Source: an optimization exercise on an open RTL-to-GDS flow (aim: small area, a short achievable clock period and few clock cycles). Production flows keep margins and buffers that such runs may drop. Function was checked by simulation only, so behaviour that the tests miss may differ from the original.

[flow/design.v]
module cmul (
	input             clk,
	input      [15:0] x,
	input      [5:0]  idx,
	output reg [15:0] r0,
	output reg [15:0] r1,
	output reg [15:0] r2,
	output reg [15:0] i0,
	output reg [15:0] i1,
	output reg [15:0] i2
);
	reg  [7:0] xr, xi;
	reg  [3:0] wr_neg, wr_one, wr_two, wi_neg, wi_one, wi_two, wn_neg;
	reg  [3:0] wq_neg, wq_one, wq_two;
	wire [3:0] wn_one = wi_one;
	wire [3:0] wn_two = wi_two;
	wire [7:0] kr_k, ki_k;
	genvar gk;
	generate
		for (gk = 0; gk < 4; gk = gk + 1) begin : g_k
			assign kr_k[2*gk]   = wr_neg[gk] ^ wn_neg[gk];
			assign kr_k[2*gk+1] = wr_neg[gk] & wn_neg[gk];
			assign ki_k[2*gk]   = ~wq_neg[gk] ^ wi_neg[gk];
			assign ki_k[2*gk+1] = ~wq_neg[gk] & wi_neg[gk];
		end
	endgenerate
	reg  [27:0] rom;
	always @(*)
		case (idx)
			6'd0: rom = 28'b0001000110000000000000000000;    
			6'd1: rom = 28'b0001000110000011001000010000;    
			6'd2: rom = 28'b0001000010010100011000000010;    
			6'd3: rom = 28'b0001000010010110011100000001;    
			6'd4: rom = 28'b0010001110000101000101100010;    
			6'd5: rom = 28'b0011001110000100000101000001;    
			6'd6: rom = 28'b0011001010011011101101000100;    
			6'd7: rom = 28'b0010000010101000111100000111;    
			6'd8: rom = 28'b0100011110001001110100000100;    
			6'd9: rom = 28'b0101011110001011111000010100;    
			6'd10: rom = 28'b0100010010001000101000000010;    
			6'd11: rom = 28'b0110011110001001100100000000;    
			6'd12: rom = 28'b0111011010011010100100100001;    
			6'd13: rom = 28'b0101000011111100111000000010;    
			6'd14: rom = 28'b0101001011011101110100000000;    
			6'd15: rom = 28'b0001100001011111111100000000;    
			6'd16: rom = 28'b0011101001011101100001110010;    
			6'd17: rom = 28'b0000111100001101101001010010;    
			6'd18: rom = 28'b0000110100001001000011010100;    
			6'd19: rom = 28'b0010111000001011001011010100;    
			6'd20: rom = 28'b0001100100101001010010110110;    
			6'd21: rom = 28'b0000100100001001011110000110;    
			6'd22: rom = 28'b0010101000001000010010000100;    
			6'd23: rom = 28'b0101110000111010011110000101;    
			6'd24: rom = 28'b0100110100001011011110000100;    
			6'd25: rom = 28'b0111111100001010010010100100;    
			6'd26: rom = 28'b0100101101001001000010110010;    
			6'd27: rom = 28'b0001000101001000001110000011;    
			6'd28: rom = 28'b0010000101101001001110000010;    
			6'd29: rom = 28'b0001011100001001001010010010;    
			6'd30: rom = 28'b0010011000001001001010010010;    
			6'd31: rom = 28'b0001000000111000000110000001;    
			6'd32: rom = 28'b0000000000001000000110000001;    
			6'd33: rom = 28'b0011001000011000000110000001;    
			6'd34: rom = 28'b0100011000001001001010010010;    
			6'd35: rom = 28'b0110011100001001001010010010;    
			6'd36: rom = 28'b0101000101101001001110000010;    
			6'd37: rom = 28'b0100000101001000001110000011;    
			6'd38: rom = 28'b1011101101001001000010110010;    
			6'd39: rom = 28'b1000111100001010010010100100;    
			6'd40: rom = 28'b1001110100001011011110000100;    
			6'd41: rom = 28'b1011111000011010011110000101;    
			6'd42: rom = 28'b1000101000001000010010000100;    
			6'd43: rom = 28'b1001100100001001011110000110;    
			6'd44: rom = 28'b1010100100101001010010110110;    
			6'd45: rom = 28'b1100111000001011001011010100;    
			6'd46: rom = 28'b1101110100001001000011010100;    
			6'd47: rom = 28'b1111111100001101101001010010;    
			6'd48: rom = 28'b1101100001111101100001110010;    
			6'd49: rom = 28'b1101101001011111111100000000;    
			6'd50: rom = 28'b1001000011011101110100000000;    
			6'd51: rom = 28'b1011001011011100111000000010;    
			6'd52: rom = 28'b1001010010111010100100100001;    
			6'd53: rom = 28'b1001011110001001100100000000;    
			6'd54: rom = 28'b1000010010001000101000000010;    
			6'd55: rom = 28'b1010011110001011111000010100;    
			6'd56: rom = 28'b1011011110001001110100000100;    
			6'd57: rom = 28'b1010010010101000111100000111;    
			6'd58: rom = 28'b1001000010111011101101000100;    
			6'd59: rom = 28'b1000001110000100000101000001;    
			6'd60: rom = 28'b1001001110000101000101100010;    
			6'd61: rom = 28'b1001001010010110011100000001;    
			6'd62: rom = 28'b1001001010010100011000000010;    
			6'd63: rom = 28'b1000000110000011001000010000;    
			default: rom = 28'd0;
		endcase
	always @(posedge clk) begin
		xr <= x[15:8];
		xi <= x[7:0];
		{wr_neg, wr_one, wr_two, wi_neg, wi_one, wi_two, wn_neg} <= rom;
		{wq_neg, wq_one, wq_two} <= ~rom[27:16];
	end
	wire t1 = ((wr_one[0] & xr[0]) ^ wr_neg[0]);
	wire t2 = (((wr_one[0] & xr[1]) | (wr_two[0] & xr[0])) ^ wr_neg[0]);
	wire t3 = (((wr_one[0] & xr[2]) | (wr_two[0] & xr[1])) ^ wr_neg[0]);
	wire t4 = (((wr_one[0] & xr[3]) | (wr_two[0] & xr[2])) ^ wr_neg[0]);
	wire t5 = (((wr_one[0] & xr[4]) | (wr_two[0] & xr[3])) ^ wr_neg[0]);
	wire t6 = (((wr_one[0] & xr[5]) | (wr_two[0] & xr[4])) ^ wr_neg[0]);
	wire t7 = (((wr_one[0] & xr[6]) | (wr_two[0] & xr[5])) ^ wr_neg[0]);
	wire t8 = (((wr_one[0] & xr[7]) | (wr_two[0] & xr[6])) ^ wr_neg[0]);
	wire t9 = ~(((wr_one[0] & xr[7]) | (wr_two[0] & xr[7])) ^ wr_neg[0]);
	wire t10 = ((wr_one[1] & xr[0]) ^ wr_neg[1]);
	wire t11 = (((wr_one[1] & xr[1]) | (wr_two[1] & xr[0])) ^ wr_neg[1]);
	wire t12 = (((wr_one[1] & xr[2]) | (wr_two[1] & xr[1])) ^ wr_neg[1]);
	wire t13 = (((wr_one[1] & xr[3]) | (wr_two[1] & xr[2])) ^ wr_neg[1]);
	wire t14 = (((wr_one[1] & xr[4]) | (wr_two[1] & xr[3])) ^ wr_neg[1]);
	wire t15 = (((wr_one[1] & xr[5]) | (wr_two[1] & xr[4])) ^ wr_neg[1]);
	wire t16 = (((wr_one[1] & xr[6]) | (wr_two[1] & xr[5])) ^ wr_neg[1]);
	wire t17 = (((wr_one[1] & xr[7]) | (wr_two[1] & xr[6])) ^ wr_neg[1]);
	wire t18 = ~(((wr_one[1] & xr[7]) | (wr_two[1] & xr[7])) ^ wr_neg[1]);
	wire t19 = ((wr_one[2] & xr[0]) ^ wr_neg[2]);
	wire t20 = (((wr_one[2] & xr[1]) | (wr_two[2] & xr[0])) ^ wr_neg[2]);
	wire t21 = (((wr_one[2] & xr[2]) | (wr_two[2] & xr[1])) ^ wr_neg[2]);
	wire t22 = (((wr_one[2] & xr[3]) | (wr_two[2] & xr[2])) ^ wr_neg[2]);
	wire t23 = (((wr_one[2] & xr[4]) | (wr_two[2] & xr[3])) ^ wr_neg[2]);
	wire t24 = (((wr_one[2] & xr[5]) | (wr_two[2] & xr[4])) ^ wr_neg[2]);
	wire t25 = (((wr_one[2] & xr[6]) | (wr_two[2] & xr[5])) ^ wr_neg[2]);
	wire t26 = (((wr_one[2] & xr[7]) | (wr_two[2] & xr[6])) ^ wr_neg[2]);
	wire t27 = ~(((wr_one[2] & xr[7]) | (wr_two[2] & xr[7])) ^ wr_neg[2]);
	wire t28 = ((wr_one[3] & xr[0]) ^ wr_neg[3]);
	wire t29 = (((wr_one[3] & xr[1]) | (wr_two[3] & xr[0])) ^ wr_neg[3]);
	wire t30 = (((wr_one[3] & xr[2]) | (wr_two[3] & xr[1])) ^ wr_neg[3]);
	wire t31 = (((wr_one[3] & xr[3]) | (wr_two[3] & xr[2])) ^ wr_neg[3]);
	wire t32 = (((wr_one[3] & xr[4]) | (wr_two[3] & xr[3])) ^ wr_neg[3]);
	wire t33 = (((wr_one[3] & xr[5]) | (wr_two[3] & xr[4])) ^ wr_neg[3]);
	wire t34 = (((wr_one[3] & xr[6]) | (wr_two[3] & xr[5])) ^ wr_neg[3]);
	wire t35 = (((wr_one[3] & xr[7]) | (wr_two[3] & xr[6])) ^ wr_neg[3]);
	wire t36 = ~(((wr_one[3] & xr[7]) | (wr_two[3] & xr[7])) ^ wr_neg[3]);
	wire t37 = ((wn_one[0] & xi[0]) ^ wn_neg[0]);
	wire t38 = (((wn_one[0] & xi[1]) | (wn_two[0] & xi[0])) ^ wn_neg[0]);
	wire t39 = (((wn_one[0] & xi[2]) | (wn_two[0] & xi[1])) ^ wn_neg[0]);
	wire t40 = (((wn_one[0] & xi[3]) | (wn_two[0] & xi[2])) ^ wn_neg[0]);
	wire t41 = (((wn_one[0] & xi[4]) | (wn_two[0] & xi[3])) ^ wn_neg[0]);
	wire t42 = (((wn_one[0] & xi[5]) | (wn_two[0] & xi[4])) ^ wn_neg[0]);
	wire t43 = (((wn_one[0] & xi[6]) | (wn_two[0] & xi[5])) ^ wn_neg[0]);
	wire t44 = (((wn_one[0] & xi[7]) | (wn_two[0] & xi[6])) ^ wn_neg[0]);
	wire t45 = ~(((wn_one[0] & xi[7]) | (wn_two[0] & xi[7])) ^ wn_neg[0]);
	wire t46 = ((wn_one[1] & xi[0]) ^ wn_neg[1]);
	wire t47 = (((wn_one[1] & xi[1]) | (wn_two[1] & xi[0])) ^ wn_neg[1]);
	wire t48 = (((wn_one[1] & xi[2]) | (wn_two[1] & xi[1])) ^ wn_neg[1]);
	wire t49 = (((wn_one[1] & xi[3]) | (wn_two[1] & xi[2])) ^ wn_neg[1]);
	wire t50 = (((wn_one[1] & xi[4]) | (wn_two[1] & xi[3])) ^ wn_neg[1]);
	wire t51 = (((wn_one[1] & xi[5]) | (wn_two[1] & xi[4])) ^ wn_neg[1]);
	wire t52 = (((wn_one[1] & xi[6]) | (wn_two[1] & xi[5])) ^ wn_neg[1]);
	wire t53 = (((wn_one[1] & xi[7]) | (wn_two[1] & xi[6])) ^ wn_neg[1]);
	wire t54 = ~(((wn_one[1] & xi[7]) | (wn_two[1] & xi[7])) ^ wn_neg[1]);
	wire t55 = ((wn_one[2] & xi[0]) ^ wn_neg[2]);
	wire t56 = (((wn_one[2] & xi[1]) | (wn_two[2] & xi[0])) ^ wn_neg[2]);
	wire t57 = (((wn_one[2] & xi[2]) | (wn_two[2] & xi[1])) ^ wn_neg[2]);
	wire t58 = (((wn_one[2] & xi[3]) | (wn_two[2] & xi[2])) ^ wn_neg[2]);
	wire t59 = (((wn_one[2] & xi[4]) | (wn_two[2] & xi[3])) ^ wn_neg[2]);
	wire t60 = (((wn_one[2] & xi[5]) | (wn_two[2] & xi[4])) ^ wn_neg[2]);
	wire t61 = (((wn_one[2] & xi[6]) | (wn_two[2] & xi[5])) ^ wn_neg[2]);
	wire t62 = (((wn_one[2] & xi[7]) | (wn_two[2] & xi[6])) ^ wn_neg[2]);
	wire t63 = ~(((wn_one[2] & xi[7]) | (wn_two[2] & xi[7])) ^ wn_neg[2]);
	wire t64 = ((wn_one[3] & xi[0]) ^ wn_neg[3]);
	wire t65 = (((wn_one[3] & xi[1]) | (wn_two[3] & xi[0])) ^ wn_neg[3]);
	wire t66 = (((wn_one[3] & xi[2]) | (wn_two[3] & xi[1])) ^ wn_neg[3]);
	wire t67 = (((wn_one[3] & xi[3]) | (wn_two[3] & xi[2])) ^ wn_neg[3]);
	wire t68 = (((wn_one[3] & xi[4]) | (wn_two[3] & xi[3])) ^ wn_neg[3]);
	wire t69 = (((wn_one[3] & xi[5]) | (wn_two[3] & xi[4])) ^ wn_neg[3]);
	wire t70 = (((wn_one[3] & xi[6]) | (wn_two[3] & xi[5])) ^ wn_neg[3]);
	wire t71 = (((wn_one[3] & xi[7]) | (wn_two[3] & xi[6])) ^ wn_neg[3]);
	wire t72 = ~(((wn_one[3] & xi[7]) | (wn_two[3] & xi[7])) ^ wn_neg[3]);
	wire t73 = t5 ^ t12;
	wire t74 = t5 & t12;
	wire t75 = t6 ^ t13 ^ t20;
	wire t76 = (t6 & t13) | (t6 & t20) | (t13 & t20);
	wire t77 = t7 ^ t14 ^ t21;
	wire t78 = (t7 & t14) | (t7 & t21) | (t14 & t21);
	wire t79 = t28 ^ t43 ^ t50;
	wire t80 = (t28 & t43) | (t28 & t50) | (t43 & t50);
	wire t81 = t8 ^ t15 ^ t22;
	wire t82 = (t8 & t15) | (t8 & t22) | (t15 & t22);
	wire t83 = t29 ^ t44 ^ t51;
	wire t84 = (t29 & t44) | (t29 & t51) | (t44 & t51);
	wire t85 = t58 ^ t65;
	wire t86 = t58 & t65;
	wire t87 = t9 ^ t16 ^ t23;
	wire t88 = (t9 & t16) | (t9 & t23) | (t16 & t23);
	wire t89 = t30 ^ t45 ^ t52;
	wire t90 = (t30 & t45) | (t30 & t52) | (t45 & t52);
	wire t91 = t59 ^ t66;
	wire t92 = t59 & t66;
	wire t93 = t17 ^ t24 ^ t31;
	wire t94 = (t17 & t24) | (t17 & t31) | (t24 & t31);
	wire t95 = t53 ^ t60 ^ t67;
	wire t96 = (t53 & t60) | (t53 & t67) | (t60 & t67);
	wire t97 = t18 ^ t25 ^ t32;
	wire t98 = (t18 & t25) | (t18 & t32) | (t25 & t32);
	wire t99 = t54 ^ t61;
	wire t100 = t54 & t61;
	wire t101 = t3 ^ t10;
	wire t102 = t3 & t10;
	wire t103 = t4 ^ t11 ^ t40;
	wire t104 = (t4 & t11) | (t4 & t40) | (t11 & t40);
	wire t105 = t73 ^ t19 ^ t41;
	wire t106 = (t73 & t19) | (t73 & t41) | (t19 & t41);
	wire t107 = t48 ^ t55;
	wire t108 = t48 & t55;
	wire t109 = t75 ^ t42 ^ t49;
	wire t110 = (t75 & t42) | (t75 & t49) | (t42 & t49);
	wire t111 = t56 ^ kr_k[5] ^ t74;
	wire t112 = (t56 & kr_k[5]) | (t56 & t74) | (kr_k[5] & t74);
	wire t113 = t77 ^ t79 ^ t57;
	wire t114 = (t77 & t79) | (t77 & t57) | (t79 & t57);
	wire t115 = t64 ^ kr_k[6] ^ t76;
	wire t116 = (t64 & kr_k[6]) | (t64 & t76) | (kr_k[6] & t76);
	wire t117 = t81 ^ t83 ^ t85;
	wire t118 = (t81 & t83) | (t81 & t85) | (t83 & t85);
	wire t119 = kr_k[7] ^ t78 ^ t80;
	wire t120 = (kr_k[7] & t78) | (kr_k[7] & t80) | (t78 & t80);
	wire t121 = t87 ^ t89 ^ t91;
	wire t122 = (t87 & t89) | (t87 & t91) | (t89 & t91);
	wire t123 = t82 ^ t84 ^ t86;
	wire t124 = (t82 & t84) | (t82 & t86) | (t84 & t86);
	wire t125 = t93 ^ t95 ^ 1'b1;
	wire t126 = (t93 & t95) | (t93 & 1'b1) | (t95 & 1'b1);
	wire t127 = t88 ^ t90 ^ t92;
	wire t128 = (t88 & t90) | (t88 & t92) | (t90 & t92);
	wire t129 = t97 ^ t99 ^ t68;
	wire t130 = (t97 & t99) | (t97 & t68) | (t99 & t68);
	wire t131 = 1'b1 ^ t94 ^ t96;
	wire t132 = (1'b1 & t94) | (1'b1 & t96) | (t94 & t96);
	wire t133 = t26 ^ t33 ^ t62;
	wire t134 = (t26 & t33) | (t26 & t62) | (t33 & t62);
	wire t135 = t69 ^ t98 ^ t100;
	wire t136 = (t69 & t98) | (t69 & t100) | (t98 & t100);
	wire t137 = t27 ^ t34 ^ t63;
	wire t138 = (t27 & t34) | (t27 & t63) | (t34 & t63);
	wire t139 = t70 ^ 1'b1;
	wire t140 = t70 & 1'b1;
	wire t141 = t101 ^ t39;
	wire t142 = t101 & t39;
	wire t143 = t103 ^ t47 ^ kr_k[3];
	wire t144 = (t103 & t47) | (t103 & kr_k[3]) | (t47 & kr_k[3]);
	wire t145 = t105 ^ t107 ^ kr_k[4];
	wire t146 = (t105 & t107) | (t105 & kr_k[4]) | (t107 & kr_k[4]);
	wire t147 = t109 ^ t111 ^ t106;
	wire t148 = (t109 & t111) | (t109 & t106) | (t111 & t106);
	wire t149 = t113 ^ t115 ^ t110;
	wire t150 = (t113 & t115) | (t113 & t110) | (t115 & t110);
	wire t151 = t117 ^ t119 ^ t114;
	wire t152 = (t117 & t119) | (t117 & t114) | (t119 & t114);
	wire t153 = t121 ^ t123 ^ t118;
	wire t154 = (t121 & t123) | (t121 & t118) | (t123 & t118);
	wire t155 = t125 ^ t127 ^ t122;
	wire t156 = (t125 & t127) | (t125 & t122) | (t127 & t122);
	wire t157 = t129 ^ t131 ^ t126;
	wire t158 = (t129 & t131) | (t129 & t126) | (t131 & t126);
	wire t159 = t133 ^ t135 ^ t130;
	wire t160 = (t133 & t135) | (t133 & t130) | (t135 & t130);
	wire t161 = t137 ^ t139 ^ t134;
	wire t162 = (t137 & t139) | (t137 & t134) | (t139 & t134);
	wire t163 = t35 ^ t71 ^ t138;
	wire t164 = (t35 & t71) | (t35 & t138) | (t71 & t138);
	wire t165 = t36 ^ t72;
	wire t166 = t36 & t72;
	wire t167 = ((~wq_one[0] & xi[0]) ^ ~wq_neg[0]);
	wire t168 = (((~wq_one[0] & xi[1]) | (~wq_two[0] & xi[0])) ^ ~wq_neg[0]);
	wire t169 = (((~wq_one[0] & xi[2]) | (~wq_two[0] & xi[1])) ^ ~wq_neg[0]);
	wire t170 = (((~wq_one[0] & xi[3]) | (~wq_two[0] & xi[2])) ^ ~wq_neg[0]);
	wire t171 = (((~wq_one[0] & xi[4]) | (~wq_two[0] & xi[3])) ^ ~wq_neg[0]);
	wire t172 = (((~wq_one[0] & xi[5]) | (~wq_two[0] & xi[4])) ^ ~wq_neg[0]);
	wire t173 = (((~wq_one[0] & xi[6]) | (~wq_two[0] & xi[5])) ^ ~wq_neg[0]);
	wire t174 = (((~wq_one[0] & xi[7]) | (~wq_two[0] & xi[6])) ^ ~wq_neg[0]);
	wire t175 = ~(((~wq_one[0] & xi[7]) | (~wq_two[0] & xi[7])) ^ ~wq_neg[0]);
	wire t176 = ((~wq_one[1] & xi[0]) ^ ~wq_neg[1]);
	wire t177 = (((~wq_one[1] & xi[1]) | (~wq_two[1] & xi[0])) ^ ~wq_neg[1]);
	wire t178 = (((~wq_one[1] & xi[2]) | (~wq_two[1] & xi[1])) ^ ~wq_neg[1]);
	wire t179 = (((~wq_one[1] & xi[3]) | (~wq_two[1] & xi[2])) ^ ~wq_neg[1]);
	wire t180 = (((~wq_one[1] & xi[4]) | (~wq_two[1] & xi[3])) ^ ~wq_neg[1]);
	wire t181 = (((~wq_one[1] & xi[5]) | (~wq_two[1] & xi[4])) ^ ~wq_neg[1]);
	wire t182 = (((~wq_one[1] & xi[6]) | (~wq_two[1] & xi[5])) ^ ~wq_neg[1]);
	wire t183 = (((~wq_one[1] & xi[7]) | (~wq_two[1] & xi[6])) ^ ~wq_neg[1]);
	wire t184 = ~(((~wq_one[1] & xi[7]) | (~wq_two[1] & xi[7])) ^ ~wq_neg[1]);
	wire t185 = ((~wq_one[2] & xi[0]) ^ ~wq_neg[2]);
	wire t186 = (((~wq_one[2] & xi[1]) | (~wq_two[2] & xi[0])) ^ ~wq_neg[2]);
	wire t187 = (((~wq_one[2] & xi[2]) | (~wq_two[2] & xi[1])) ^ ~wq_neg[2]);
	wire t188 = (((~wq_one[2] & xi[3]) | (~wq_two[2] & xi[2])) ^ ~wq_neg[2]);
	wire t189 = (((~wq_one[2] & xi[4]) | (~wq_two[2] & xi[3])) ^ ~wq_neg[2]);
	wire t190 = (((~wq_one[2] & xi[5]) | (~wq_two[2] & xi[4])) ^ ~wq_neg[2]);
	wire t191 = (((~wq_one[2] & xi[6]) | (~wq_two[2] & xi[5])) ^ ~wq_neg[2]);
	wire t192 = (((~wq_one[2] & xi[7]) | (~wq_two[2] & xi[6])) ^ ~wq_neg[2]);
	wire t193 = ~(((~wq_one[2] & xi[7]) | (~wq_two[2] & xi[7])) ^ ~wq_neg[2]);
	wire t194 = ((~wq_one[3] & xi[0]) ^ ~wq_neg[3]);
	wire t195 = (((~wq_one[3] & xi[1]) | (~wq_two[3] & xi[0])) ^ ~wq_neg[3]);
	wire t196 = (((~wq_one[3] & xi[2]) | (~wq_two[3] & xi[1])) ^ ~wq_neg[3]);
	wire t197 = (((~wq_one[3] & xi[3]) | (~wq_two[3] & xi[2])) ^ ~wq_neg[3]);
	wire t198 = (((~wq_one[3] & xi[4]) | (~wq_two[3] & xi[3])) ^ ~wq_neg[3]);
	wire t199 = (((~wq_one[3] & xi[5]) | (~wq_two[3] & xi[4])) ^ ~wq_neg[3]);
	wire t200 = (((~wq_one[3] & xi[6]) | (~wq_two[3] & xi[5])) ^ ~wq_neg[3]);
	wire t201 = (((~wq_one[3] & xi[7]) | (~wq_two[3] & xi[6])) ^ ~wq_neg[3]);
	wire t202 = ~(((~wq_one[3] & xi[7]) | (~wq_two[3] & xi[7])) ^ ~wq_neg[3]);
	wire t203 = ((wi_one[0] & xr[0]) ^ wi_neg[0]);
	wire t204 = (((wi_one[0] & xr[1]) | (wi_two[0] & xr[0])) ^ wi_neg[0]);
	wire t205 = (((wi_one[0] & xr[2]) | (wi_two[0] & xr[1])) ^ wi_neg[0]);
	wire t206 = (((wi_one[0] & xr[3]) | (wi_two[0] & xr[2])) ^ wi_neg[0]);
	wire t207 = (((wi_one[0] & xr[4]) | (wi_two[0] & xr[3])) ^ wi_neg[0]);
	wire t208 = (((wi_one[0] & xr[5]) | (wi_two[0] & xr[4])) ^ wi_neg[0]);
	wire t209 = (((wi_one[0] & xr[6]) | (wi_two[0] & xr[5])) ^ wi_neg[0]);
	wire t210 = (((wi_one[0] & xr[7]) | (wi_two[0] & xr[6])) ^ wi_neg[0]);
	wire t211 = ~(((wi_one[0] & xr[7]) | (wi_two[0] & xr[7])) ^ wi_neg[0]);
	wire t212 = ((wi_one[1] & xr[0]) ^ wi_neg[1]);
	wire t213 = (((wi_one[1] & xr[1]) | (wi_two[1] & xr[0])) ^ wi_neg[1]);
	wire t214 = (((wi_one[1] & xr[2]) | (wi_two[1] & xr[1])) ^ wi_neg[1]);
	wire t215 = (((wi_one[1] & xr[3]) | (wi_two[1] & xr[2])) ^ wi_neg[1]);
	wire t216 = (((wi_one[1] & xr[4]) | (wi_two[1] & xr[3])) ^ wi_neg[1]);
	wire t217 = (((wi_one[1] & xr[5]) | (wi_two[1] & xr[4])) ^ wi_neg[1]);
	wire t218 = (((wi_one[1] & xr[6]) | (wi_two[1] & xr[5])) ^ wi_neg[1]);
	wire t219 = (((wi_one[1] & xr[7]) | (wi_two[1] & xr[6])) ^ wi_neg[1]);
	wire t220 = ~(((wi_one[1] & xr[7]) | (wi_two[1] & xr[7])) ^ wi_neg[1]);
	wire t221 = ((wi_one[2] & xr[0]) ^ wi_neg[2]);
	wire t222 = (((wi_one[2] & xr[1]) | (wi_two[2] & xr[0])) ^ wi_neg[2]);
	wire t223 = (((wi_one[2] & xr[2]) | (wi_two[2] & xr[1])) ^ wi_neg[2]);
	wire t224 = (((wi_one[2] & xr[3]) | (wi_two[2] & xr[2])) ^ wi_neg[2]);
	wire t225 = (((wi_one[2] & xr[4]) | (wi_two[2] & xr[3])) ^ wi_neg[2]);
	wire t226 = (((wi_one[2] & xr[5]) | (wi_two[2] & xr[4])) ^ wi_neg[2]);
	wire t227 = (((wi_one[2] & xr[6]) | (wi_two[2] & xr[5])) ^ wi_neg[2]);
	wire t228 = (((wi_one[2] & xr[7]) | (wi_two[2] & xr[6])) ^ wi_neg[2]);
	wire t229 = ~(((wi_one[2] & xr[7]) | (wi_two[2] & xr[7])) ^ wi_neg[2]);
	wire t230 = ((wi_one[3] & xr[0]) ^ wi_neg[3]);
	wire t231 = (((wi_one[3] & xr[1]) | (wi_two[3] & xr[0])) ^ wi_neg[3]);
	wire t232 = (((wi_one[3] & xr[2]) | (wi_two[3] & xr[1])) ^ wi_neg[3]);
	wire t233 = (((wi_one[3] & xr[3]) | (wi_two[3] & xr[2])) ^ wi_neg[3]);
	wire t234 = (((wi_one[3] & xr[4]) | (wi_two[3] & xr[3])) ^ wi_neg[3]);
	wire t235 = (((wi_one[3] & xr[5]) | (wi_two[3] & xr[4])) ^ wi_neg[3]);
	wire t236 = (((wi_one[3] & xr[6]) | (wi_two[3] & xr[5])) ^ wi_neg[3]);
	wire t237 = (((wi_one[3] & xr[7]) | (wi_two[3] & xr[6])) ^ wi_neg[3]);
	wire t238 = ~(((wi_one[3] & xr[7]) | (wi_two[3] & xr[7])) ^ wi_neg[3]);
	wire t239 = t171 ^ t178;
	wire t240 = t171 & t178;
	wire t241 = t172 ^ t179 ^ t186;
	wire t242 = (t172 & t179) | (t172 & t186) | (t179 & t186);
	wire t243 = t173 ^ t180 ^ t187;
	wire t244 = (t173 & t180) | (t173 & t187) | (t180 & t187);
	wire t245 = t194 ^ t209 ^ t216;
	wire t246 = (t194 & t209) | (t194 & t216) | (t209 & t216);
	wire t247 = t174 ^ t181 ^ t188;
	wire t248 = (t174 & t181) | (t174 & t188) | (t181 & t188);
	wire t249 = t195 ^ t210 ^ t217;
	wire t250 = (t195 & t210) | (t195 & t217) | (t210 & t217);
	wire t251 = t224 ^ t231;
	wire t252 = t224 & t231;
	wire t253 = t175 ^ t182 ^ t189;
	wire t254 = (t175 & t182) | (t175 & t189) | (t182 & t189);
	wire t255 = t196 ^ t211 ^ t218;
	wire t256 = (t196 & t211) | (t196 & t218) | (t211 & t218);
	wire t257 = t225 ^ t232;
	wire t258 = t225 & t232;
	wire t259 = t183 ^ t190 ^ t197;
	wire t260 = (t183 & t190) | (t183 & t197) | (t190 & t197);
	wire t261 = t219 ^ t226 ^ t233;
	wire t262 = (t219 & t226) | (t219 & t233) | (t226 & t233);
	wire t263 = t184 ^ t191 ^ t198;
	wire t264 = (t184 & t191) | (t184 & t198) | (t191 & t198);
	wire t265 = t220 ^ t227;
	wire t266 = t220 & t227;
	wire t267 = t169 ^ t176;
	wire t268 = t169 & t176;
	wire t269 = t170 ^ t177 ^ t206;
	wire t270 = (t170 & t177) | (t170 & t206) | (t177 & t206);
	wire t271 = t239 ^ t185 ^ t207;
	wire t272 = (t239 & t185) | (t239 & t207) | (t185 & t207);
	wire t273 = t214 ^ t221;
	wire t274 = t214 & t221;
	wire t275 = t241 ^ t208 ^ t215;
	wire t276 = (t241 & t208) | (t241 & t215) | (t208 & t215);
	wire t277 = t222 ^ ki_k[5] ^ t240;
	wire t278 = (t222 & ki_k[5]) | (t222 & t240) | (ki_k[5] & t240);
	wire t279 = t243 ^ t245 ^ t223;
	wire t280 = (t243 & t245) | (t243 & t223) | (t245 & t223);
	wire t281 = t230 ^ ki_k[6] ^ t242;
	wire t282 = (t230 & ki_k[6]) | (t230 & t242) | (ki_k[6] & t242);
	wire t283 = t247 ^ t249 ^ t251;
	wire t284 = (t247 & t249) | (t247 & t251) | (t249 & t251);
	wire t285 = ki_k[7] ^ t244 ^ t246;
	wire t286 = (ki_k[7] & t244) | (ki_k[7] & t246) | (t244 & t246);
	wire t287 = t253 ^ t255 ^ t257;
	wire t288 = (t253 & t255) | (t253 & t257) | (t255 & t257);
	wire t289 = t248 ^ t250 ^ t252;
	wire t290 = (t248 & t250) | (t248 & t252) | (t250 & t252);
	wire t291 = t259 ^ t261 ^ 1'b1;
	wire t292 = (t259 & t261) | (t259 & 1'b1) | (t261 & 1'b1);
	wire t293 = t254 ^ t256 ^ t258;
	wire t294 = (t254 & t256) | (t254 & t258) | (t256 & t258);
	wire t295 = t263 ^ t265 ^ t234;
	wire t296 = (t263 & t265) | (t263 & t234) | (t265 & t234);
	wire t297 = 1'b1 ^ t260 ^ t262;
	wire t298 = (1'b1 & t260) | (1'b1 & t262) | (t260 & t262);
	wire t299 = t192 ^ t199 ^ t228;
	wire t300 = (t192 & t199) | (t192 & t228) | (t199 & t228);
	wire t301 = t235 ^ t264 ^ t266;
	wire t302 = (t235 & t264) | (t235 & t266) | (t264 & t266);
	wire t303 = t193 ^ t200 ^ t229;
	wire t304 = (t193 & t200) | (t193 & t229) | (t200 & t229);
	wire t305 = t236 ^ 1'b1;
	wire t306 = t236 & 1'b1;
	wire t307 = t267 ^ t205;
	wire t308 = t267 & t205;
	wire t309 = t269 ^ t213 ^ ki_k[3];
	wire t310 = (t269 & t213) | (t269 & ki_k[3]) | (t213 & ki_k[3]);
	wire t311 = t271 ^ t273 ^ ki_k[4];
	wire t312 = (t271 & t273) | (t271 & ki_k[4]) | (t273 & ki_k[4]);
	wire t313 = t275 ^ t277 ^ t272;
	wire t314 = (t275 & t277) | (t275 & t272) | (t277 & t272);
	wire t315 = t279 ^ t281 ^ t276;
	wire t316 = (t279 & t281) | (t279 & t276) | (t281 & t276);
	wire t317 = t283 ^ t285 ^ t280;
	wire t318 = (t283 & t285) | (t283 & t280) | (t285 & t280);
	wire t319 = t287 ^ t289 ^ t284;
	wire t320 = (t287 & t289) | (t287 & t284) | (t289 & t284);
	wire t321 = t291 ^ t293 ^ t288;
	wire t322 = (t291 & t293) | (t291 & t288) | (t293 & t288);
	wire t323 = t295 ^ t297 ^ t292;
	wire t324 = (t295 & t297) | (t295 & t292) | (t297 & t292);
	wire t325 = t299 ^ t301 ^ t296;
	wire t326 = (t299 & t301) | (t299 & t296) | (t301 & t296);
	wire t327 = t303 ^ t305 ^ t300;
	wire t328 = (t303 & t305) | (t303 & t300) | (t305 & t300);
	wire t329 = t201 ^ t237 ^ t304;
	wire t330 = (t201 & t237) | (t201 & t304) | (t237 & t304);
	wire t331 = t202 ^ t238;
	wire t332 = t202 & t238;
	always @(posedge clk) begin
		r0 <= {t166, t165, t163, t161, t159, t157, t155, t153, t151, t149, t147, t145, t143, t141, t2, t1};
		r1 <= {1'b0, 1'b1, t140, t136, t132, t128, t124, t120, t116, t112, t108, t104, t102, t46, t38, t37};
		r2 <= {1'b0, t164, t162, t160, t158, t156, t154, t152, t150, t148, t146, t144, t142, kr_k[2], kr_k[1], kr_k[0]};
		i0 <= {t332, t331, t329, t327, t325, t323, t321, t319, t317, t315, t313, t311, t309, t307, t168, t167};
		i1 <= {1'b0, 1'b1, t306, t302, t298, t294, t290, t286, t282, t278, t274, t270, t268, t212, t204, t203};
		i2 <= {1'b0, t330, t328, t326, t324, t322, t320, t318, t316, t314, t312, t310, t308, ki_k[2], ki_k[1], ki_k[0]};
	end
endmodule
module butterfly_ra2 #(parameter S = 3) (
	input             clk,
	input             inj,
	input             osel,
	input      [15:0] r0,
	input      [15:0] r1,
	input      [15:0] r2,
	input      [15:0] i0,
	input      [15:0] i1,
	input      [15:0] i2,
	input      [15:0] xin,
	output     [15:0] xout
);
	localparam D = 1 << S;
	localparam L = D + 3;
	reg  [16*L-1:0] sr;                  
	reg  [8:0]      r9, i9;
	wire [15:0] rs = r0 ^ r1 ^ r2;
	wire [15:0] rc = {((r0 & r1) | (r0 & r2) | (r1 & r2)), 1'b0};
	wire [15:0] is = i0 ^ i1 ^ i2;
	wire [15:0] ic = {((i0 & i1) | (i0 & i2) | (i1 & i2)), 1'b0};
	wire [15:0] rel = rs + rc;
	wire [15:0] img = is + ic;
	wire [15:0] x1 = sr[16*L-1 -: 16];
	wire [8:0]  p = {x1[15], x1[15:8]} + r9;
	wire [8:0]  u = {x1[15], x1[15:8]} - r9;
	wire [8:0]  q = {x1[7], x1[7:0]} + i9;
	wire [8:0]  v = {x1[7], x1[7:0]} - i9;
	integer k;
	always @(posedge clk) begin
		r9 <= rel[15:7];
		i9 <= img[15:7];
		sr[15:0] <= xin;
		for (k = 1; k < L; k = k + 1)
			sr[16*k +: 16] <= (k == 3 && inj) ? {u[8:1], v[8:1]} : sr[16*(k-1) +: 16];
	end
	assign xout = osel ? x1 : {p[8:1], q[8:1]};
endmodule
module bf_s0 (
	input             clk,
	input             inj,
	input             osel,
	input      [7:0]  xin,
	input      [8:0]  r9,
	output     [7:0]  xout
);
	reg  [7:0] r0, r1;           
	reg  [7:0] ar, br;           
	wire [8:0] p = {r0[7], r0} + r9;
	wire [8:0] u = {r0[7], r0} - r9;
	always @(posedge clk) begin
		r0 <= xin;
		r1 <= inj ? br : r0;
		ar <= p[8:1];
		br <= u[8:1];
	end
	assign xout = osel ? r1 : ar;
endmodule
module bf_s1 (
	input             clk,
	input             lo,
	input             inj,
	input             osel,
	input      [7:0]  xin,
	output     [15:0] xout
);
	function automatic [8:0] mul127(input [7:0] x);
		begin
			if (x == 8'h80)
				mul127 = 9'h181;                     
			else if (!x[7] && x != 8'd0)
				mul127 = {1'b0, x} - 9'd1;           
			else
				mul127 = {x[7], x};                  
		end
	endfunction
	function automatic [8:0] mul127n(input [7:0] x);
		begin
			if (x[7])
				mul127n = 9'd0 - {x[7], x} - 9'd1;   
			else
				mul127n = 9'd0 - {1'b0, x};          
		end
	endfunction
	reg  [7:0]  r0, r1;
	reg  [15:0] r2, r3;
	reg  [8:0]  r9r, i9r;
	reg  [15:0] ar, br;
	wire [7:0] x1 = r2[15:8];    
	wire [8:0] p = {x1[7], x1} + r9r;
	wire [8:0] u = {x1[7], x1} - r9r;
	wire [8:0] v = 9'd0 - i9r;
	always @(posedge clk) begin
		r0 <= xin;
		r1 <= r0;
		r2 <= inj ? br : {r1, 8'd0};
		r3 <= r2;
		r9r <= lo ? 9'd0 : mul127(xin);
		i9r <= lo ? mul127n(xin) : 9'd0;
		ar <= {p[8:1], i9r[8:1]};
		br <= {u[8:1], v[8:1]};
	end
	assign xout = osel ? r3 : ar;
endmodule
module cmul2 (
	input             clk,
	input      [15:0] x,
	input      [1:0]  lo,
	output reg [15:0] r0,
	output reg [15:0] r1,
	output     [15:0] r2,
	output reg [15:0] i0,
	output reg [15:0] i1,
	output     [15:0] i2
);
	reg  [9:0] ra, ib;           
	reg  [1:0] lr;
	wire [9:0] xr10 = {{2{x[15]}}, x[15:8]};
	wire [9:0] xi10 = {{2{x[7]}}, x[7:0]};
	wire [9:0] s = xr10 + xi10;
	wire [9:0] d = xi10 - xr10;
	reg  [9:0] ra_n, ib_n;
	always @(*)
		case (lo)
			2'd0: begin ra_n = xr10; ib_n = xi10; end
			2'd1: begin ra_n = s;    ib_n = d;    end
			2'd2: begin ra_n = xi10; ib_n = xr10; end
			default: begin ra_n = d; ib_n = s;    end
		endcase
	wire [15:0] a = {{6{ra[9]}}, ra};
	wire [15:0] b = {{6{ib[9]}}, ib};
	wire        k90 = lr[0];
	wire [15:0] ra1 = k90 ? a << 6 : a << 7;
	wire [15:0] ra2 = k90 ? a << 4 : ~a;
	wire [15:0] ra3 = k90 ? a << 3 : 16'd0;
	wire [15:0] ra4 = k90 ? a << 1 : 16'd0;
	reg  [15:0] ib1, ib2, ib3, ib4;
	always @(*)
		case (lr)
			2'd0: begin ib1 = b << 7;    ib2 = ~b;     ib3 = 16'd0;  ib4 = 16'd0;      end
			2'd1: begin ib1 = b << 6;    ib2 = b << 4; ib3 = b << 3; ib4 = b << 1;     end
			2'd2: begin ib1 = ~(b << 7); ib2 = b;      ib3 = 16'd0;  ib4 = 16'd0;      end
			default: begin ib1 = ~(b << 7); ib2 = b << 5; ib3 = b << 3; ib4 = ~(b << 1); end
		endcase
	wire [15:0] rs1 = ra1 ^ ra2 ^ ra3;
	wire [15:0] rc1 = {((ra1 & ra2) | (ra1 & ra3) | (ra2 & ra3)), ~k90};
	wire [15:0] is1 = ib1 ^ ib2 ^ ib3;
	wire [15:0] ic1 = {((ib1 & ib2) | (ib1 & ib3) | (ib2 & ib3)), lr != 2'd1};
	always @(posedge clk) begin
		ra <= ra_n;
		ib <= ib_n;
		lr <= lo;
		r0 <= rs1 ^ rc1 ^ ra4;
		r1 <= {((rs1 & rc1) | (rs1 & ra4) | (rc1 & ra4)), 1'b0};
		i0 <= is1 ^ ic1 ^ ib4;
		i1 <= {((is1 & ic1) | (is1 & ib4) | (ic1 & ib4)), lr == 2'd3};
	end
	assign r2 = 16'd0;
	assign i2 = 16'd0;
endmodule
module ram128 (
	input             clk,
	input             modeA,
	input             modeB,
	input             modeC,
	input             bypA,
	input             bypB,
	input             bypC,
	input      [7:0]  din,           
	output     [7:0]  dout,          
	input             inj,
	input             osel,
	input      [15:0] r0,            
	input      [15:0] r1,
	input      [15:0] r2,
	input      [15:0] i0,            
	input      [15:0] i1,
	input      [15:0] i2,
	input      [15:0] xin,
	output     [15:0] xout
);
	localparam D = 64;
	localparam L = D + 3;
	reg  [8*L-1:0] re;               
	reg  [8*L-1:0] im;
	wire [7:0] a_last = re[8*62 +: 8];
	wire [7:0] b_last = im[8*39 +: 8];
	wire [7:0] c_last = im[8*51 +: 8];
	wire [7:0] s_a = bypA ? din : a_last;
	wire [7:0] s_b = bypB ? s_a : b_last;
	assign dout = bypC ? s_b : c_last;
	reg  [8:0]  r9, i9;
	wire [15:0] rs = r0 ^ r1 ^ r2;
	wire [15:0] rc = {((r0 & r1) | (r0 & r2) | (r1 & r2)), 1'b0};
	wire [15:0] is = i0 ^ i1 ^ i2;
	wire [15:0] ic = {((i0 & i1) | (i0 & i2) | (i1 & i2)), 1'b0};
	wire [15:0] rel = rs + rc;
	wire [15:0] img = is + ic;
	wire [7:0] x1r = re[8*L-1 -: 8];
	wire [7:0] x1i = im[8*L-1 -: 8];
	wire [8:0] p = {x1r[7], x1r} + r9;
	wire [8:0] u = {x1r[7], x1r} - r9;
	wire [8:0] q = {x1i[7], x1i} + i9;
	wire [8:0] v = {x1i[7], x1i} - i9;
	integer k;
	always @(posedge clk) begin
		re[7:0] <= modeA ? (bypA ? a_last : din) : xin[15:8];
		im[7:0] <= xin[7:0];
		for (k = 1; k < L; k = k + 1) begin
			if (k == 3 && inj) begin
				re[8*k +: 8] <= u[8:1];
				im[8*k +: 8] <= v[8:1];
			end else begin
				re[8*k +: 8] <= re[8*(k-1) +: 8];
				if (k == 10 && modeB)
					im[8*k +: 8] <= bypB ? b_last : s_a;
				else if (k == 40 && modeC)
					im[8*k +: 8] <= bypC ? c_last : s_b;
				else
					im[8*k +: 8] <= im[8*(k-1) +: 8];
			end
		end
	end
	always @(posedge clk) begin
		r9 <= rel[15:7];
		i9 <= img[15:7];
	end
	assign xout = osel ? {x1r, x1i} : {p[8:1], q[8:1]};
endmodule
module wnp (
	input      [5:0]  address,
	output reg [15:0] q
);
	always @(*)
		case (address)
      6'd0: q = 16'h7f00;
      6'd1: q = 16'h7ffa;
      6'd2: q = 16'h7ef4;
      6'd3: q = 16'h7eed;
      6'd4: q = 16'h7de7;
      6'd5: q = 16'h7be1;
      6'd6: q = 16'h7adb;
      6'd7: q = 16'h78d5;
      6'd8: q = 16'h75cf;
      6'd9: q = 16'h73ca;
      6'd10: q = 16'h70c4;
      6'd11: q = 16'h6dbf;
      6'd12: q = 16'h6ab9;
      6'd13: q = 16'h66b4;
      6'd14: q = 16'h62af;
      6'd15: q = 16'h5eab;
      6'd16: q = 16'h5aa6;
      6'd17: q = 16'h55a2;
      6'd18: q = 16'h519e;
      6'd19: q = 16'h4c9a;
      6'd20: q = 16'h4796;
      6'd21: q = 16'h4193;
      6'd22: q = 16'h3c90;
      6'd23: q = 16'h368d;
      6'd24: q = 16'h318b;
      6'd25: q = 16'h2b88;
      6'd26: q = 16'h2586;
      6'd27: q = 16'h1f85;
      6'd28: q = 16'h1983;
      6'd29: q = 16'h1382;
      6'd30: q = 16'h0c82;
      6'd31: q = 16'h0681;
      6'd32: q = 16'h0081;
      6'd33: q = 16'hfa81;
      6'd34: q = 16'hf482;
      6'd35: q = 16'hed82;
      6'd36: q = 16'he783;
      6'd37: q = 16'he185;
      6'd38: q = 16'hdb86;
      6'd39: q = 16'hd588;
      6'd40: q = 16'hcf8b;
      6'd41: q = 16'hca8d;
      6'd42: q = 16'hc490;
      6'd43: q = 16'hbf93;
      6'd44: q = 16'hb996;
      6'd45: q = 16'hb49a;
      6'd46: q = 16'haf9e;
      6'd47: q = 16'haba2;
      6'd48: q = 16'ha6a6;
      6'd49: q = 16'ha2ab;
      6'd50: q = 16'h9eaf;
      6'd51: q = 16'h9ab4;
      6'd52: q = 16'h96b9;
      6'd53: q = 16'h93bf;
      6'd54: q = 16'h90c4;
      6'd55: q = 16'h8dca;
      6'd56: q = 16'h8bcf;
      6'd57: q = 16'h88d5;
      6'd58: q = 16'h86db;
      6'd59: q = 16'h85e1;
      6'd60: q = 16'h83e7;
      6'd61: q = 16'h82ed;
      6'd62: q = 16'h82f4;
      6'd63: q = 16'h81fa;
			default: q = 16'h0000;
		endcase
endmodule
module fft(
	rst_n,
	clk,
	data1,
	fft_go,
	fft_done,
	fft_res
);
	input rst_n;
	input clk;
	input signed [7:0] data1;
	input fft_go;
	output reg fft_done;
	output reg [15:0] fft_res;
	localparam [8:0] OUT0 = 9'd255;              
	localparam [8:0] LAST = OUT0 + 9'd127;       
	reg        run;
	reg  [8:0] cnt;
	always @(posedge clk or negedge rst_n)
		if (!rst_n) begin
			run <= 1'b0;
			cnt <= 9'd0;
		end else if (fft_go) begin
			run <= 1'b1;
			cnt <= 9'd1;
		end else if (run) begin
			cnt <= cnt + 9'd1;
			if (cnt == LAST)
				run <= 1'b0;
		end
	always @(posedge clk or negedge rst_n)
		if (!rst_n)
			fft_done <= 1'b0;
		else
			fft_done <= run & ~fft_go & (cnt >= OUT0 - 9'd1) & (cnt <= LAST - 9'd1);
	reg  bypA, bypB, bypC, modeA, modeB, modeC;
	reg  inj0, osel0, lo1, inj1, osel1, inj2, osel2;
	reg  [1:0] lo2;
	reg  inj3, osel3, inj4, osel4, inj5, osel5, inj6, osel6, sel6;
	reg  [5:0] tw3, tw4, tw5, tw6;
	wire [6:0] c7 = cnt[6:0];
	wire [6:0] pA = c7 - 7'd2;       
	wire [6:0] pB = c7 - 7'd65;
	wire [6:0] pC = c7 - 7'd95;
	wire [6:0] j0 = c7 - 7'd109, q0 = c7 - 7'd110;      
	wire [6:0] p1 = c7 - 7'd110, j1 = c7 - 7'd112, q1 = c7 - 7'd114;
	wire [6:0] p2 = c7 - 7'd114, j2 = c7 - 7'd117, q2 = c7 - 7'd121;
	wire [6:0] p3 = c7 - 7'd121, j3 = c7 - 7'd124, q3 = c7 - 7'd132;
	wire [6:0] p4 = c7 - 7'd132, j4 = c7 - 7'd135, q4 = c7 - 7'd151;
	wire [6:0] p5 = c7 - 7'd151, j5 = c7 - 7'd154, q5 = c7 - 7'd186;
	wire [6:0] p6 = c7 - 7'd186, j6 = c7 - 7'd189, q6 = c7 - 7'd253;
	always @(posedge clk) begin
		bypA <= pA[6] & ~pA[0];
		bypB <= pB[5] & ~pB[1];
		bypC <= pC[4] & ~pC[2];
		modeA <= cnt <= 9'd129;
		modeB <= cnt <= 9'd192;
		modeC <= cnt <= 9'd222;
		inj0 <= j0[0];  osel0 <= q0[0];
		lo1 <= p1[0];   inj1 <= j1[1];  osel1 <= q1[1];
		lo2 <= p2[1:0]; inj2 <= j2[2];  osel2 <= q2[2];
		tw3 <= {p3[2:0], 3'd0}; inj3 <= j3[3]; osel3 <= q3[3];
		tw4 <= {p4[3:0], 2'd0}; inj4 <= j4[4]; osel4 <= q4[4];
		tw5 <= {p5[4:0], 1'd0}; inj5 <= j5[5]; osel5 <= q5[5];
		tw6 <= p6[5:0];
		inj6 <= j6[6] & (cnt >= 9'd250);
		osel6 <= q6[6];
		sel6 <= cnt >= 9'd249;
	end
	function automatic [8:0] mul127(input [7:0] x);
		begin
			if (x == 8'h80)
				mul127 = 9'h181;                     
			else if (!x[7] && x != 8'd0)
				mul127 = {1'b0, x} - 9'd1;           
			else
				mul127 = {x[7], x};                  
		end
	endfunction
	reg  [7:0] sc;
	reg  [8:0] sc9;                  
	wire [7:0] sc_n;
	always @(posedge clk) begin
		sc <= sc_n;
		sc9 <= mul127(sc_n);
	end
	wire [7:0]  s_0;
	wire [15:0] s_1, s_2, s_3, s_4, s_5, s_6;
	wire [15:0] r0a, r1a, r2a, i0a, i1a, i2a, r0b, r1b, r2b, i0b, i1b, i2b;
	wire [15:0] r0c, r1c, r2c, i0c, i1c, i2c;
	wire [15:0] r02, r12, r22, i02, i12, i22;
	bf_s0 st0(.clk(clk), .inj(inj0), .osel(osel0), .xin(sc), .r9(sc9), .xout(s_0));
	bf_s1 st1(.clk(clk), .lo(lo1), .inj(inj1), .osel(osel1), .xin(s_0), .xout(s_1));
	cmul2 mul2(.clk(clk), .x(s_1), .lo(lo2), .r0(r02), .r1(r12), .r2(r22), .i0(i02), .i1(i12), .i2(i22));
	butterfly_ra2 #(.S(2)) st2(.clk(clk), .inj(inj2), .osel(osel2), .r0(r02), .r1(r12), .r2(r22), .i0(i02), .i1(i12), .i2(i22), .xin(s_1), .xout(s_2));
	cmul mula(.clk(clk), .x(sel6 ? s_5 : s_2), .idx(sel6 ? tw6 : tw3), .r0(r0a), .r1(r1a), .r2(r2a), .i0(i0a), .i1(i1a), .i2(i2a));
	cmul mulb(.clk(clk), .x(s_3), .idx(tw4), .r0(r0b), .r1(r1b), .r2(r2b), .i0(i0b), .i1(i1b), .i2(i2b));
	cmul mulc(.clk(clk), .x(s_4), .idx(tw5), .r0(r0c), .r1(r1c), .r2(r2c), .i0(i0c), .i1(i1c), .i2(i2c));
	butterfly_ra2 #(.S(3)) st3(.clk(clk), .inj(inj3), .osel(osel3), .r0(r0a), .r1(r1a), .r2(r2a), .i0(i0a), .i1(i1a), .i2(i2a), .xin(s_2), .xout(s_3));
	butterfly_ra2 #(.S(4)) st4(.clk(clk), .inj(inj4), .osel(osel4), .r0(r0b), .r1(r1b), .r2(r2b), .i0(i0b), .i1(i1b), .i2(i2b), .xin(s_3), .xout(s_4));
	butterfly_ra2 #(.S(5)) st5(.clk(clk), .inj(inj5), .osel(osel5), .r0(r0c), .r1(r1c), .r2(r2c), .i0(i0c), .i1(i1c), .i2(i2c), .xin(s_4), .xout(s_5));
	ram128 st6(.clk(clk), .modeA(modeA), .modeB(modeB), .modeC(modeC),
		.bypA(bypA), .bypB(bypB), .bypC(bypC), .din(data1), .dout(sc_n),
		.inj(inj6), .osel(osel6), .r0(r0a), .r1(r1a), .r2(r2a), .i0(i0a), .i1(i1a), .i2(i2a), .xin(s_5), .xout(s_6));
	always @(posedge clk)
		fft_res <= s_6;
endmodule
[flow/run.sh]
#!/bin/bash
# synth_recipe.tcl (not shown) runs the flow's synth.tcl, then flattens the netlist and writes it again
# the make line also repeats each setting of config.mk as NAME=value (left out here)
make -C /OpenROAD-flow-scripts/flow DESIGN_CONFIG=/design/flow/config.mk WORK_HOME=/design/flow/orfs CLKGATE_MAP_FILE= SYNTH_SCRIPT=/design/flow/synth_recipe.tcl finish
[flow/config.mk]
export PLATFORM = sky130hd
export DESIGN_NAME = fft
export DESIGN_NICKNAME = fft
export VERILOG_FILES = /design/flow/design.v
export SDC_FILE = /design/flow/constraint.sdc
export NUM_CORES = 4
export LEC_CHECK = 0
export CAP_MARGIN = 20
export CORE_MARGIN = 2
export CORE_UTILIZATION = 40
export CTS_CLUSTER_DIAMETER = 70
export CTS_CLUSTER_SIZE = 35
export SETUP_SLACK_MARGIN = 5.0
export SLEW_MARGIN = 20
[flow/constraint.sdc]
create_clock -name core_clock -period 8.0 [get_ports {clk}]
set_input_delay 1.6000 -clock core_clock [delete_from_list [all_inputs] [get_ports {clk}]]
set_output_delay 1.6000 -clock core_clock [all_outputs]
set_load 0.01 [all_outputs]
==> metrics.cfg, run 1 <==
[grt]
overflow=0
grt_pass1_vias=51576
grt_usage=0.152
antenna_found_initial=10
grt_max_degree=79
grt_pass1_wl_um=298000

[logic_synthesis]
ys_types=83
syn-cell-area_sq_um=97900
synthFlopType=dfxtp_1
synthCells=7884
ys_seq_area_frac=0.620
synth_edf_count=0
ys_seq_elements=3030
yosys_warnings=20
async_flop_share=0.00363
syn_area_per_cell_sq_um=12.4

[min_path]
hold_path.class=flip-flop to flip-flop
min_from=st2.sr[74]

[clock_network]
cts.sinks=3030
clock_latency_ns=0.86
cts_made_buffers=142
cts_max_path_buffers=3
cts_tree=done
clkTransAtPathRegs_ns=0.12
cts_root_buffer=clkbuf_16
cts-htree-levels=4

[setup_path]
critPathLaunchType=flip-flop
path_class=flip-flop to primary output
path_cells=buf_6
slowest_delay_ns=0.50
arrival_ns=1.52
r2r-start=mulc.r0[2]
crit_buf_inv=1
critPathRequiredTime_ns=6.40
crit_fanout=1
crit_family=flip-flops
crit_path_end_kind=primary output
slowest_stage=dfrtp_2
startpoint=fft_done

[sta]
timing_hold_violations_final=0
setup_tns_ns=0
fin_crit_sh=0.389
setup_slack_ns=4.88
whs_ns=0.265
report.final.slew_viol_count=0
max_freq_mhz=321
worstMarginPinSlew_ns=1.13
finalSetupViolCount=0
rsz0062_at_grt=true
relSlewSlack=0.240
skew_ns=0.0780
fin_crit_ns=3.12

[cells_and_area]
fin_nets=8599
fillers=22169
final_layout_size_suffix_gt1_frac=0.0774
area_growth_pct=9.53
final_common_cell=dfxtp_1
fin_util=0.441
fin_area_sq_um=107000
layout_common_cells=dfxtp_1 (2953), inv_1 (614), xnor2_1 (467)

[detailed_routing]
postRouteAntennaNets=0
routed_wl_um=191000
drt_pass1_iterations=6
wl_per_cell_um=17.3
drt-vias-per-instance=4.70
drc=0
drt_iter0_drc=3729
vias=52085

[floorplan]
die_height_um=499
die_area_sq_um=249000
chipWidth_um=499
core-area_sq_um=243000
num_rows=181
start_util=0.402
design.portCount=28

[place]
routabilityCongestion=0.871
dpl.hpwl_um=136000
place.port_buffers=27
place_area_sq_um=101000
dp_slack_ns=4.13

[flow_run]
max-cap-violations=0

[run_status]
outcome=timing/DRC/antenna clean

## state kept, by name, indices dropped and copies added, names as in the netlist, 25 cells and up
register  count
mulb.rom     25
st3.sr      176
st5.sr      560
st6.im      536
st2.sr      112
mulc.rom     27
st6.re      536
st4.sr      304
## timing repair
action	4_1_cts	5_1_grt
resized for setup	163	67
endpoints found under the setup margin	180	98
hold buffers	0	0
setup buffers	0	25
pin swaps	9	20
gates cloned	1	2
## per-stage QoR
step	instances
6_report	11076
5_1_grt	11072
4_1_cts	11045
3_5_place_dp	10805
3_3_place_gp	10804
2_1_floorplan	7885
## Yosys cell counts, drive strengths merged (10+ instances only)
| cell | instances | area share |
|---|---|---|
| a221oi | 14 | 0.0014 |
| o21ai | 278 | 0.014 |
| dfrtp | 11 | 0.0028 |
| nand4 | 10 | 0.00064 |
| nor2 | 273 | 0.010 |
| mux2i | 70 | 0.0072 |
| a21o | 63 | 0.0048 |
| fa | 354 | 0.072 |
| o22ai | 102 | 0.0065 |
| inv | 623 | 0.024 |
| o21ba | 10 | 0.0010 |
| nor4b | 15 | 0.0013 |
| xnor2 | 471 | 0.042 |
| a211oi | 20 | 0.0016 |
| buf | 35 | 0.0015 |
| nand3b | 12 | 0.00092 |
| o211ai | 35 | 0.0027 |
| a31oi | 46 | 0.0029 |
| a22oi | 229 | 0.018 |
| o21bai | 56 | 0.0043 |
| or4 | 10 | 0.00077 |
| o31ai | 11 | 0.00089 |
| and3 | 15 | 0.00096 |
| or2 | 10 | 0.00064 |
| or3 | 18 | 0.0012 |
| clkbuf | 315 | 0.012 |
| nor3 | 53 | 0.0028 |
| nand3 | 51 | 0.0026 |
| nor2b | 65 | 0.0042 |
| nand2 | 276 | 0.011 |
| a311oi | 13 | 0.0012 |
| dfxtp | 3019 | 0.62 |
| a21oi | 275 | 0.014 |
| mux2 | 121 | 0.014 |
| clkinv | 10 | 0.00038 |
| xor2 | 201 | 0.018 |
| and2 | 42 | 0.0027 |
| ha | 459 | 0.059 |
| a22o | 19 | 0.0017 |
| o21a | 25 | 0.0019 |
| nand4b | 10 | 0.00089 |
| nand2b | 49 | 0.0031 |
## cells by family after synthesis
| kind of cell | count (synthesis) | synth area share |
|---|---|---|
| DFF | 3030 | 0.620 |
| AOI/OAI and AO/OA | 1257 | 0.0827 |
| buffers and inverters | 983 | 0.0379 |
| and+or+nand+nor | 929 | 0.0453 |
| adders and majority gates | 816 | 0.131 |
| xor gates and xnor gates | 672 | 0.0601 |
| muxes | 195 | 0.0220 |
| other | 2 | 0.0000767 |
## layout make-up
class,instances,area (sq um),share of cell area
flip-flops and latches,3030,60800,0.568
multi-input cells,3873,33700,0.315
well taps,3202,4010,0.0374
clock buffers,153,3630,0.0339
inverters,633,2410,0.0225
clock inverters,86,1750,0.0163
repair buffers,95,813,0.00759
diodes,4,10.0,0.0000934
## routing by layer
metal	global-route usage	vias up	part of all wire	wire length (um)
li1	-	25420	-	-
met1	0.213	25218	0.48	91500
met2	0.242	1138	0.45	85900
met3	0.0209	309	0.043	8150
met4	0.0470	0	0.029	5560
met5	0	-	0	0
## final timing paths
check	end	slack [ns]	cells past startpoint
setup / recovery	fft_done	4.88	1
hold / removal	st2.sr[90]	0.26	0
setup reg to reg	st5.r9[1]	5.04	9
hold reg to reg	st2.sr[90]	0.26	0
max in group asynchronous	cnt[0]	6.19	1
min in group asynchronous	cnt[8]	1.20	1
## worst reg2reg max path, delay by kind of cell, from the launching register on
| family | cells | cell delay (ns) |
|---|---|---|
| compound gates | 1 | 0.30 |
| simple gates | 3 | 0.68 |
| fa+ha+maj | 2 | 0.80 |
| flops | 1 | 0.34 |
| xor+xnor | 1 | 0.60 |
| buf+inv | 2 | 0.07 |
Testbench counts, summed over its fixed seeds: cycles 18,384.
==> run 2, diff against run 1 <==
--- a/flow/config.mk
+++ b/flow/config.mk
@@ -8,7 +8,7 @@
 export CAP_MARGIN = 20
 export CORE_MARGIN = 2
 export CORE_UTILIZATION = 40
-export CTS_CLUSTER_DIAMETER = 70
-export CTS_CLUSTER_SIZE = 35
+export CTS_CLUSTER_DIAMETER = 60
+export CTS_CLUSTER_SIZE = 30
 export SETUP_SLACK_MARGIN = 5.0
 export SLEW_MARGIN = 20
==> metrics.cfg, run 2 <==
[run_status]
outcome=timing/DRC/antenna clean  ; unchanged

[detailed_routing]
routed_wl_um=191000  ; about the same
vias=52319  ; was 52085
drt_pass1_iterations=8  ; was 6
drt_iter0_drc=3495  ; was 3729
drc=0  ; unchanged
postRouteAntennaNets=0  ; unchanged
drt-vias-per-instance=4.71  ; was 4.70
wl_per_cell_um=17.2  ; was 17.3 um

[floorplan]
num_rows=181  ; unchanged
die_area_sq_um=249000  ; unchanged
design.portCount=28  ; unchanged
die_height_um=499  ; unchanged
core-area_sq_um=243000  ; unchanged
start_util=0.402  ; unchanged
chipWidth_um=499  ; unchanged

[logic_synthesis]
synthTopCellsByArea=dfxtp_1 (62%), fa_1 (7.2%), ha_1 (5.9%), xnor2_1 (4.2%), inv_1 (2.4%)  ; unchanged
syn_area_per_cell_sq_um=12.4  ; unchanged
ys_seq_elements=3030  ; unchanged
yosysTopAreaCellShare=0.618  ; unchanged
syn-cell-area_sq_um=97900  ; unchanged
ys_types=83  ; unchanged
synthFlopType=dfxtp_1  ; unchanged
synth_area_leader_cell=dfxtp_1  ; unchanged
synthCells=7884  ; unchanged
async_flop_share=0.00363  ; unchanged
ys_seq_area_frac=0.620  ; unchanged
synth_most_common_cell=dfxtp_1  ; unchanged
yosys_warnings=20  ; unchanged
synth_edf_count=0  ; unchanged
synthTopCellsByCount=dfxtp_1 (3019), inv_1 (620), xnor2_1 (471)  ; unchanged

[grt]
met3_usage=0.0218  ; was 0.0209
antenna_found_initial=9  ; was 10
grt_use_met2=0.244  ; was 0.242
use_met1=0.212  ; was 0.213
overflow=0  ; unchanged
grt-busiest-layer=met2  ; unchanged
grt_pass1_vias=51976  ; was 51576
grt_usage=0.152  ; about the same
grt_pass1_wl_um=299000  ; was 298000 um
grt_max_degree=79  ; unchanged

[cells_and_area]
reg.largest.list=st5.sr x560, st6.im x536, st6.re x536  ; unchanged
fin_nets=8618  ; was 8599
final_cells=11105  ; was 11076
fillers=22113  ; was 22169
final_layout_size_suffix_gt1_frac=0.0812  ; was 0.0774
fin_util=0.443  ; was 0.441
area_growth_pct=10.2  ; was 9.53%
layout_common_cells=dfxtp_1 (2955), inv_1 (613), xnor2_1 (467)  ; was dfxtp_1 (2953), inv_1 (614), xnor2_1 (467)
top_register=st5.sr  ; unchanged
final_common_cell=dfxtp_1  ; unchanged
largest_reg_flops=560  ; unchanged

[place]
dpl.hpwl_um=136000  ; unchanged
placed_cells=10805  ; unchanged
routabilityCongestion=0.871  ; unchanged
place.port_buffers=27  ; unchanged

[setup_path]
path_class=flip-flop to primary output  ; unchanged
crit_buf_inv=1  ; unchanged
r2r-start=mulc.r0[2]  ; unchanged
startpoint=fft_done  ; unchanged
critPathLaunchType=flip-flop  ; unchanged
path_cells=buf_6  ; unchanged
crit_path_end_kind=primary output  ; unchanged
crit_fanout=1  ; unchanged
arrival_ns=1.49  ; was 1.52 ns
crit_family=flip-flops  ; unchanged
slowest_stage=dfrtp_2  ; unchanged
critPathRequiredTime_ns=6.40  ; about the same
slowest_delay_ns=0.49  ; was 0.50 ns

[sta]
relSlewSlack=0.264  ; was 0.240
worstMarginPinSlew_ns=1.09  ; was 1.13 ns
report.final.slew_viol_count=0  ; unchanged
setup_tns_ns=0  ; unchanged
fin_crit_sh=0.386  ; was 0.389
finalSetupViolCount=0  ; unchanged
rsz0062_at_grt=true  ; unchanged
fin_crit_ns=3.09  ; was 3.12 ns
max_freq_mhz=324  ; was 321 MHz
timing_hold_violations_final=0  ; unchanged
skew_ns=0.0789  ; was 0.0780 ns

[clock_network]
cts_tree=done  ; unchanged
cts_hold_buffers=0  ; unchanged
cts_made_buffers=162  ; was 142
cts_root_buffer=clkbuf_16  ; unchanged
clkTransAtPathRegs_ns=0.09  ; was 0.12 ns
cts-htree-levels=4  ; unchanged
clock_latency_ns=0.86  ; about the same
cts.sinks=3030  ; unchanged
cts_max_path_buffers=3  ; unchanged

[min_path]
hold_path.class=flip-flop to flip-flop  ; unchanged
min_from=st2.sr[74]  ; unchanged

[flow_run]
max-cap-violations=0  ; unchanged

## run 2: cell count changes in the layout (fill, tap and decap cells not counted), moves of 3 or more
cell        delta
clkbuf_16     +20
clkinv_8       +6
clkinv_16      -9
clkbuf_1       -6
clkinvlp_4     +3
inv_6         -10
diode_2        -3
inv_12         +6
inv_8         +12
bufinv_16      +4
## run 2: worst paths after layout
kind,to,cells after the start,slack (ns)
max in group asynchronous,cnt[0],1,6.19
min reg2reg,st2.sr[90],0,0.29
min in group asynchronous,cnt[0],1,1.22
min,st2.sr[90],0,0.29
max,fft_done,1,4.91
max reg2reg,st5.r9[1],9,5.08
## run 2: cell families after synthesis
| logic type | count (synthesis) | synth area share |
|---|---|---|
| xor+xnor | 672 | 0.0601 |
| fa+ha+maj | 816 | 0.131 |
| mux | 195 | 0.0220 |
| other cells | 2 | 0.0000767 |
| simple gates | 929 | 0.0453 |
| compound gates | 1257 | 0.0827 |
| flops | 3030 | 0.620 |
| buf+inv | 983 | 0.0379 |
## run 2: metrics by stage
step | setup WS [ns] | hold WS [ns] | cell area (sq um)
6_report | 4.91 | 0.290 | 108000
5_1_grt | 4.86 | 0.293 | 108000
3_5_place_dp | 4.13 | 0.312 | 101000
2_1_floorplan | 4.83 | 0.310 | 97900
4_1_cts | 4.83 | 0.278 | 107000
3_3_place_gp | 4.07 | 0.310 | 101000
## run 2: timing repair
action / 4_1_cts / 5_1_grt
pin swaps: 9 / 19
resized for setup: 159 / 64
cloned: 2 / 0
setup buffers: 0 / 25
endpoints found under the setup margin: 178 / 102
hold endpoints to repair: 0 / 0
## run 2: final cells by class
cell class / count / area (sq um) / area share
Clock buffer: 170 / 4170 / 0.0386
Clock inverter: 102 / 1910 / 0.0178
Tap cell: 3202 / 4010 / 0.0372
Sequential cell: 3030 / 60800 / 0.564
Inverter: 633 / 2410 / 0.0223
Multi-Input combinational cell: 3872 / 33700 / 0.312
Timing Repair Buffer: 95 / 815 / 0.00755
Antenna cell: 1 / 2.50 / 0.0000232
## run 2: layer usage
| metal | vias to the layer above | part of all wire |
|---|---|---|
| met3 | 326 | 0.045 |
| li1 | 25481 | - |
| met1 | 25358 | 0.47 |
| met2 | 1154 | 0.45 |
| met5 | - | 0 |
| met4 | 0 | 0.030 |

## afterwards: timing with drivers on the ports
How much do the figures lean on ideal ports? The routed layouts below were timed once more, with nothing changed but the port constraints. Step 1 sets driving cells, clkbuf_16 on the clock port and buf_2 on the other inputs (assumed; they add their load-dependent delay and slew). Step 2 adds t to the input delays and takes it off the output delays; t is the mean of the earliest and latest rising clock arrival at the registers after step 1. Input paths then give back, and output paths get back, about the clock's delay inside the block. a / b / c = ideal ports / drivers / drivers and shift; a / b = the first two.
run | t (ns) | setup slack, ns | hold slack, ns | worst setup path after step 2 | pins driven straight from the clock port
run 1 | 0.914 | 4.884 / 4.791 / 4.177 | 0.265 / 0.265 / 0.265 | input to register | 1
run 2 | 0.923 | 4.913 / 4.820 / 4.166 | 0.290 / 0.290 / 0.290 | input to register | 1
After both steps every run listed still meets setup and hold. For run 2, which loses most, drivers alone change the setup slack by -0.093 ns; drivers and shift together by -0.747 ns.
